This is an optimization exercise on Yosys and OpenROAD, whose aim is small area, not a production implementation.
In this exercise RTL edits were held to simulation tests only and were not proved equivalent to the original.
Power and IR drop assume default switching activity.

==> flow/design.v <==
module piezoController #(parameter FRQ = 1_000_000)
                        (input[2:0] octave,
                         input nOn,
                         input clk,
                         input nrst,
                         output reg piezo_wire);
    localparam integer MATCH0 = FRQ / 262 / 2;
    localparam integer MATCH1 = FRQ / 294 / 2;
    localparam integer MATCH2 = FRQ / 330 / 2;
    localparam integer MATCH3 = FRQ / 349 / 2;
    localparam integer MATCH4 = FRQ / 392 / 2;
    localparam integer MATCH5 = FRQ / 440 / 2;
    localparam integer MATCH6 = FRQ / 494 / 2;
    localparam integer MATCH7 = FRQ / 523 / 2;
    localparam integer W = (MATCH0 < 2047) ? 11 : 32;
    reg[W-1:0] cnt;
    reg[W-1:0] match_cnt;
    always @(*) begin
        case (octave)
            3'd0: match_cnt = MATCH0;
            3'd1: match_cnt = MATCH1;
            3'd2: match_cnt = MATCH2;
            3'd3: match_cnt = MATCH3;
            3'd4: match_cnt = MATCH4;
            3'd5: match_cnt = MATCH5;
            3'd6: match_cnt = MATCH6;
            default: match_cnt = MATCH7;
        endcase
    end
    reg gt;
    integer i;
    always @(*) begin
        gt = 1'b0;
        for (i = 0; i < W; i = i + 1)
            gt = match_cnt[i] ? (cnt[i] & gt) : (cnt[i] | gt);
    end
    reg[W-1:0] cnt_inc;
    reg c;
    always @(*) begin
        c = ~nOn;
        for (i = 0; i < W; i = i + 1) begin
            cnt_inc[i] = cnt[i] ^ c;
            c = c & cnt[i];
        end
    end
    wire clr = ~nrst | (~nOn & gt);
    always@(posedge clk)begin
        cnt <= clr ? {W{1'b0}} : cnt_inc;
        if (nrst == 0)
            piezo_wire <= 0;
        else if (~nOn & gt)
            piezo_wire <= ~piezo_wire;
    end
endmodule
module displayController (input clk,
                          input nrst,
                          input[1:0] display_d,  
                          output[7:0] seg_com,
                          output[6:0] seg7);
    reg[3:0] j;
    reg nrst_d;
    always @(posedge clk) begin
        j      <= {4{nrst_d}} & {j[2:0], ~j[3]};
        nrst_d <= nrst;
    end
    wire[7:0] dg;  
    assign dg[0] = ~j[0] & ~j[3];
    assign dg[1] = j[0] & ~j[1];
    assign dg[2] = j[1] & ~j[2];
    assign dg[3] = j[2] & ~j[3];
    assign dg[4] = j[3] & j[0];
    assign dg[5] = ~j[0] & j[1];
    assign dg[6] = ~j[1] & j[2];
    assign dg[7] = ~j[2] & j[3];
    assign seg_com = ~dg;
    wire[2:0] nd = {nrst_d, display_d};
    assign seg7[0] = (dg[0] & (nd == 3'd0 | nd == 3'd1 | nd == 3'd2 | nd == 3'd3 | nd == 3'd4 | nd == 3'd5 | nd == 3'd6)) |
                     (dg[1] & (nd == 3'd0 | nd == 3'd1 | nd == 3'd2 | nd == 3'd3 | nd == 3'd4 | nd == 3'd5 | nd == 3'd6)) |
                     (dg[2] & (nd == 3'd0 | nd == 3'd1 | nd == 3'd2 | nd == 3'd3 | nd == 3'd4 | nd == 3'd6 | nd == 3'd7)) |
                     dg[3] |
                     dg[4] |
                     dg[5] |
                     dg[6] |
                     dg[7];
    assign seg7[1] = dg[0] |
                     dg[1] |
                     dg[2] |
                     dg[3];
    assign seg7[2] = (dg[0] & (nd == 3'd0 | nd == 3'd1 | nd == 3'd2 | nd == 3'd3 | nd == 3'd7)) |
                     (dg[1] & (nd == 3'd0 | nd == 3'd1 | nd == 3'd2 | nd == 3'd3 | nd == 3'd4 | nd == 3'd5 | nd == 3'd7)) |
                     (dg[2] & (nd == 3'd4 | nd == 3'd5 | nd == 3'd6 | nd == 3'd7)) |
                     (dg[3] & (nd == 3'd0 | nd == 3'd1 | nd == 3'd2 | nd == 3'd3 | nd == 3'd5 | nd == 3'd6 | nd == 3'd7)) |
                     (dg[4] & (nd == 3'd0 | nd == 3'd1 | nd == 3'd2 | nd == 3'd3));
    assign seg7[3] = (dg[0] & (nd == 3'd0 | nd == 3'd1 | nd == 3'd2 | nd == 3'd3 | nd == 3'd6 | nd == 3'd7)) |
                     (dg[1] & (nd == 3'd0 | nd == 3'd1 | nd == 3'd2 | nd == 3'd3 | nd == 3'd6)) |
                     (dg[2] & (nd == 3'd0 | nd == 3'd1 | nd == 3'd2 | nd == 3'd3 | nd == 3'd4 | nd == 3'd5)) |
                     (dg[3] & (nd == 3'd0 | nd == 3'd1 | nd == 3'd2 | nd == 3'd3 | nd == 3'd4));
    assign seg7[4] = (dg[0] & (nd == 3'd4 | nd == 3'd5 | nd == 3'd6)) |
                     (dg[1] & (nd == 3'd4 | nd == 3'd5 | nd == 3'd6)) |
                     (dg[2] & (nd == 3'd0 | nd == 3'd1 | nd == 3'd2 | nd == 3'd3 | nd == 3'd6 | nd == 3'd7)) |
                     (dg[3] & (nd == 3'd4));
    assign seg7[5] = (dg[0] & (nd == 3'd4 | nd == 3'd5)) |
                     (dg[1] & (nd == 3'd4 | nd == 3'd5)) |
                     (dg[2] & (nd == 3'd6 | nd == 3'd7)) |
                     (dg[3] & (nd == 3'd5 | nd == 3'd6));
    assign seg7[6] = (dg[0] & (nd == 3'd6)) |
                     (dg[1] & (nd == 3'd0 | nd == 3'd1 | nd == 3'd2 | nd == 3'd3 | nd == 3'd4 | nd == 3'd5 | nd == 3'd6)) |
                     (dg[2] & (nd == 3'd0 | nd == 3'd1 | nd == 3'd2 | nd == 3'd3 | nd == 3'd6 | nd == 3'd7)) |
                     dg[3];
endmodule
module mainController #(parameter FRQ = 1_000_000)  
                       (input clk,
                        input[7:0] key,
                        input nrst,
                        output[7:0] seg_com,
                        output[6:0] seg7,
                        output piezo_wire);
    localparam[3:0] S0   = 4'b0000, S5   = 4'b0001, S3   = 4'b0010, S5F  = 4'b0011,
                    S1A  = 4'b0100, S1B  = 4'b0101, S4   = 4'b0110,
                    S2FA = 4'b1000, S2FB = 4'b1001, S2   = 4'b1010, S3F  = 4'b1011;
    reg[3:0] state;
    reg pass;          
    reg[2:0] octave;   
    wire[2:0] cnt_lo;
    wire cnt_zero;
    runCounter runCounter01(.clk(clk), .nrst(nrst), .inc(~state[2]), .lo(cnt_lo), .zero(cnt_zero));
    wire tdone;
    durationTimer #(.FRQ(FRQ)) timer01(.clk(clk), .load(state[2]), .done(tdone));
    wire tend = tdone | cnt_zero;
    wire[1:0] display_d = state[1] ? 2'd1 : (state[0] ? {1'b1, ~pass} : 2'd0);
    piezoController #(.FRQ(FRQ)) piezoController01(.octave(octave), .nOn(~state[3]), .clk(clk), .nrst(nrst), .piezo_wire(piezo_wire));
    displayController displayController01(.clk(clk), .nrst(nrst), .display_d(display_d), .seg_com(seg_com), .seg7(seg7));
    always @(posedge clk) begin
        if (state[2])
            octave <= cnt_lo;
        if (state == S4)
            pass <= key[octave];
        if (nrst == 0)
            state <= S0;
        else begin
            case (state)
                S0:   state <= key[4] ? S1A : S0;
                S1A:  state <= S2FA;
                S1B:  state <= S2FB;
                S2FA: state <= S2;
                S2FB: state <= S2;
                S2:   state <= tend ? S3F : S2;
                S3F:  state <= (key != 0) ? S4 : S3;
                S3:   state <= (key != 0) ? S4 : S3;
                S4:   state <= S5F;
                S5F:  state <= S5;
                S5:   state <= tend ? S1B : S5;
                default: state <= S0;
            endcase
        end
    end
endmodule
module runCounter (input clk,
                   input nrst,
                   input inc,
                   output reg[2:0] lo,
                   output zero);
    reg[26:0] hi;
    wire step = inc & lo[2] & lo[1] & lo[0];
    wire low0 = ~|hi[25:0];
    wire fb = hi[26] ^ hi[25] ^ hi[24] ^ hi[21] ^ low0;
    assign zero = low0 & ~hi[26] & ~lo[2] & ~lo[1] & ~lo[0];
    wire sh = nrst & step;
    wire hd = nrst & ~step;
    always @(posedge clk) begin
        lo[0] <= nrst & (lo[0] ^ inc);
        lo[1] <= nrst & (lo[1] ^ (inc & lo[0]));
        lo[2] <= nrst & (lo[2] ^ (inc & lo[1] & lo[0]));
        hi    <= ({27{sh}} & {hi[25:0], fb}) | ({27{hd}} & hi);
    end
endmodule
module durationTimer #(parameter FRQ = 1_000_000)
                      (input clk,
                       input load,
                       output done);
    generate
        if (FRQ == 1_000_000) begin : g_lfsr
            localparam[19:0] P = 20'haaaaa;
            reg[19:0] es;
            wire[19:0] e = es ^ P;
            always @(posedge clk)
                es <= load ? (20'hea668 ^ P) : ({e[18:0], e[19] ^ e[16]} ^ P);
            assign done = &e;
        end
        else begin : g_bin
            reg[31:0] e;
            always @(posedge clk)
                e <= load ? 32'd0 : e + 1;
            assign done = (e > FRQ);
        end
    endgenerate
endmodule
==> flow/config.mk <==
export PLATFORM = sky130hd
export DESIGN_NAME = mainController
export DESIGN_NICKNAME = mainController
export VERILOG_FILES = /design/flow/design.v
export SDC_FILE = /design/flow/constraint.sdc
export NUM_CORES = 4
export LEC_CHECK = 0
export ABC_AREA = 1
export CAP_MARGIN = 20
export CORE_MARGIN = 2
export CORE_UTILIZATION = 40
export SLEW_MARGIN = 20
==> flow/constraint.sdc <==
create_clock -name core_clock -period 10.0 [get_ports {clk}]
set_input_delay 2.0000 -clock core_clock [delete_from_list [all_inputs] [get_ports {clk}]]
set_output_delay 2.0000 -clock core_clock [all_outputs]
set_load 0.01 [all_outputs]
standard.sh (not shown) runs the stock make flow with config.mk's settings and CLKGATE_MAP_FILE= SYNTH_SCRIPT=/design/flow/synth_recipe.tcl, a recipe that flattens the netlist after the stock synthesis.
==> flow/flow/run.sh <==
#!/bin/bash
# Own layout flow: the standard ORFS flow (standard.sh), with these
# changes to how the layout is made:
#  - synthesis maps with ABC's amap (abc_area.script here) and without the
#    full/half-adder extraction (ADDER_MAP_FILE empty); the registers are
#    those of the standard synthesis, as the same script makes them;
#  - ports are buffered with the smallest buffer, sky130_fd_sc_hd__buf_1;
#  - clock tree synthesis adds no dummy loads.
# Every tool's output goes to the ORFS logs under orfs/logs, and make's own
# output to flow_make.log, in the folder this runs in.
set -euo pipefail
W=$(pwd)
rm -rf "$W/orfs_scripts"
cp -r "$FLOW_HOME/scripts" "$W/orfs_scripts"
cp "$W/flow/abc_area.script" "$W/orfs_scripts/abc_area.script"
export SCRIPTS_DIR="$W/orfs_scripts"
export ADDER_MAP_FILE=
export BUFFER_PORTS_ARGS="-buffer_cell sky130_fd_sc_hd__buf_1"
export CTS_ARGS="-sink_clustering_enable -repair_clock_nets -dont_use_dummy_load -buf_list sky130_fd_sc_hd__clkbuf_4"
bash "$W/standard.sh" > "$W/flow_make.log" 2>&1
==> flow/flow/abc_area.script <==
strash
dch
amap
topo
Next try:
--- a/flow/flow/run.sh
+++ b/flow/flow/run.sh
@@ -18,3 +18,3 @@
 export BUFFER_PORTS_ARGS="-buffer_cell sky130_fd_sc_hd__buf_1"
-export CTS_ARGS="-sink_clustering_enable -repair_clock_nets -dont_use_dummy_load -buf_list sky130_fd_sc_hd__clkbuf_4"
+export CTS_ARGS="-sink_clustering_enable -repair_clock_nets -dont_use_dummy_load -buf_list sky130_fd_sc_hd__clkbuf_16 -sink_clustering_size 80 -sink_clustering_max_diameter 500"
 bash "$W/standard.sh" > "$W/flow_make.log" 2>&1
After rerunning: Global-route usage grows by 0.26 points; area after synthesis is unchanged; cell area grows by a few percent; fmax grows slightly; via count shrinks slightly; power grows by a quarter to a third; sequential power is about the same; setup slack gets better by 0.079 ns; core utilization grows by 2.3 points; cell count does not change; non-clock buffer count does not change.

==> port drivers added, routing unchanged <==
How much do the figures lean on ideal ports? The routed layouts below were timed once more, with nothing changed but the port constraints. Step 1: set_driving_cell puts a clkbuf_16 on clk and a buf_2 on each other input, an assumption about the parent block. Step 2, shift: input delay + t, output delay - t, t = (earliest + latest rising clock arrival at the registers) / 2. This alone moves slack from input paths to output paths. a / b / c = ideal / step 1 / step 2; a / b = the first two.
run | t, ns | setup WS [ns] | latest minus earliest clock arrival (ns)
the first run | 0.407 | 5.463 / 5.437 / 5.845 | 0.031 / 0.031
the second run | 0.347 | 5.542 / 5.508 / 5.855 | 0.013 / 0.014
After both steps every run listed still meets setup and hold.
